From an optimization exercise on the open Yosys and OpenROAD flow, aimed at small area; shortcuts taken in it are not production practice. Only simulation tests tie the RTL to the original design; equivalence was not proved.

==> run Y: inputs <==
Design system_top, start of the top module:
module system_top (
    input  wire               clk,
    input  wire               rst_n,
    input  wire signed [15:0] data_in,
    output wire signed [3:0]  sdm_out
);
==> flow/config.mk <==
export PLATFORM = sky130hd
export DESIGN_NAME = system_top
export DESIGN_NICKNAME = system_top
export VERILOG_FILES = /design/flow/design.v
export SDC_FILE = /design/flow/constraint.sdc
export NUM_CORES = 4
export LEC_CHECK = 0
export CAP_MARGIN = 20
export CORE_MARGIN = 2
export CORE_UTILIZATION = 40
export PLACE_DENSITY = 0.6
export SLEW_MARGIN = 20
export SYNTH_HIERARCHICAL = 1
==> flow/constraint.sdc <==
create_clock -name core_clock -period 20.0 [get_ports {clk}]
set_input_delay 4.0000 -clock core_clock [delete_from_list [all_inputs] [get_ports {clk}]]
set_output_delay 4.0000 -clock core_clock [all_outputs]
set_load 0.01 [all_outputs]
run.sh (not shown) runs the stock make flow with config.mk's settings and CLKGATE_MAP_FILE= SYNTH_SCRIPT=/design/flow/synth_recipe.tcl, a recipe that flattens the netlist after the stock synthesis.
==> run B: changes against run Y <==
--- a/flow/config.mk
+++ b/flow/config.mk
@@ -9,4 +9,7 @@
 export CORE_MARGIN = 2
 export CORE_UTILIZATION = 40
+export CTS_BUF_LIST = sky130_fd_sc_hd__clkbuf_16
+export CTS_CLUSTER_DIAMETER = 80
+export CTS_CLUSTER_SIZE = 30
 export PLACE_DENSITY = 0.6
 export SLEW_MARGIN = 20
==> run H: changes against run Y <==
--- a/flow/config.mk
+++ b/flow/config.mk
@@ -9,4 +9,5 @@
 export CORE_MARGIN = 2
 export CORE_UTILIZATION = 40
+export CTS_BUF_LIST = sky130_fd_sc_hd__clkbuf_4
 export PLACE_DENSITY = 0.6
 export SLEW_MARGIN = 20
==> run A: changes against run Y <==
--- a/flow/config.mk
+++ b/flow/config.mk
@@ -9,4 +9,7 @@
 export CORE_MARGIN = 2
 export CORE_UTILIZATION = 40
+export CTS_BUF_LIST = sky130_fd_sc_hd__clkbuf_16
+export CTS_CLUSTER_DIAMETER = 100
+export CTS_CLUSTER_SIZE = 24
 export PLACE_DENSITY = 0.6
 export SLEW_MARGIN = 20
==> qor summary <==
Status: run Y no timing/DRC/antenna violations; run H no timing/DRC/antenna violations; run A no timing/DRC/antenna violations; run B no timing/DRC/antenna violations
Layout overhead on the synthesized area: run Y 12.2%; run H 11.8%; run A 7.85%; run B 7.91%
Final critical-path setup slack: run Y 2830 ps; run H 2920 ps; run A 2820 ps; run B 2900 ps
Ratio of routed vias to standard cells: run Y 4.66; run H 4.60; run A 4.68; run B 4.68
Arrival time at the worst endpoint: run Y 17800 ps; run H 18160 ps; run A 17770 ps; run B 17720 ps
Sum of routed wire segments on met1: run Y 39.8 mm; run H 39.8 mm; run A 39.9 mm; run B 39.8 mm
Capture endpoint of the worst hold path: run Y r1[92]; run H r1[194]; run A r1[272]; run B r1[258]
Post-layout nets: run Y 4200; run H 4394; run A 4152; run B 4146
Final non-filler cell total: run Y 4990; run H 5285; run A 4874; run B 4871
DRC violation total after the first TritonRoute iteration: run Y 1613; run H 1502; run A 1457; run B 1578
Antenna violations before repair: run Y 3; run H 4; run A 3; run B 3
Finished layout cell area: run Y 52700 um2; run H 52500 um2; run A 50600 um2; run B 50600 um2
Routed wire length on met3: run Y 5.39 mm; run H 5.30 mm; run A 4.51 mm; run B 4.32 mm
Via count of the first global-routing pass: run Y 25200; run H 26800; run A 24600; run B 24500
Clock edge transition at the registers on the reported setup and hold paths: run Y 60 ps; run H 70 ps; run A 80 ps; run B 100 ps
Met2 WL post-DR: run Y 39.4 mm; run H 40.2 mm; run A 38.9 mm; run B 38.8 mm
Vias after detailed routing: run Y 23300; run H 24300; run A 22800; run B 22800
Number of diodes added for antenna fixing: run Y 2; run H 4; run A 2; run B 2
Minimum period implied by the final worst setup slack: run Y 17170 ps; run H 17080 ps; run A 17180 ps; run B 17100 ps
Relative area of clock buffers and inverters in the final design: run Y 7.31%; run H 7.00%; run A 3.58%; run B 3.63%

## afterwards: timing with drivers on the ports
The flow's constraints put no driver on any port. The routed layouts listed below were extracted and timed again, unchanged, in two steps. Step 1 sets driving cells, clkbuf_16 on the clock port and buf_2 on the other inputs (assumed; they add their load-dependent delay and slew). Step 2 adds t to the input delays and takes it off the output delays; t is the mean of the earliest and latest rising clock arrival at the registers after step 1. Input paths then give back, and output paths get back, about the clock's delay inside the block. Slacks: ideal ports / drivers / drivers and shift; pairs: ideal ports / drivers.
| run | t, ns | slack for setup (ns) | hold slack, ns | latest minus earliest clock arrival (ns) |
|---|---|---|---|---|
| run Y | 0.762 | 2.826 / 2.826 / 2.826 | 0.283 / 0.283 / 0.283 | 0.079 / 0.079 |
| run B | 0.744 | 2.901 / 2.901 / 2.901 | 0.287 / 0.287 / 0.287 | 0.064 / 0.063 |
| run H | 1.188 | 2.924 / 2.924 / 2.924 | 0.254 / 0.254 / 0.254 | 0.160 / 0.160 |
| run A | 0.745 | 2.825 / 2.825 / 2.825 | 0.307 / 0.307 / 0.307 | 0.038 / 0.038 |
After both steps every run listed still meets setup and hold.
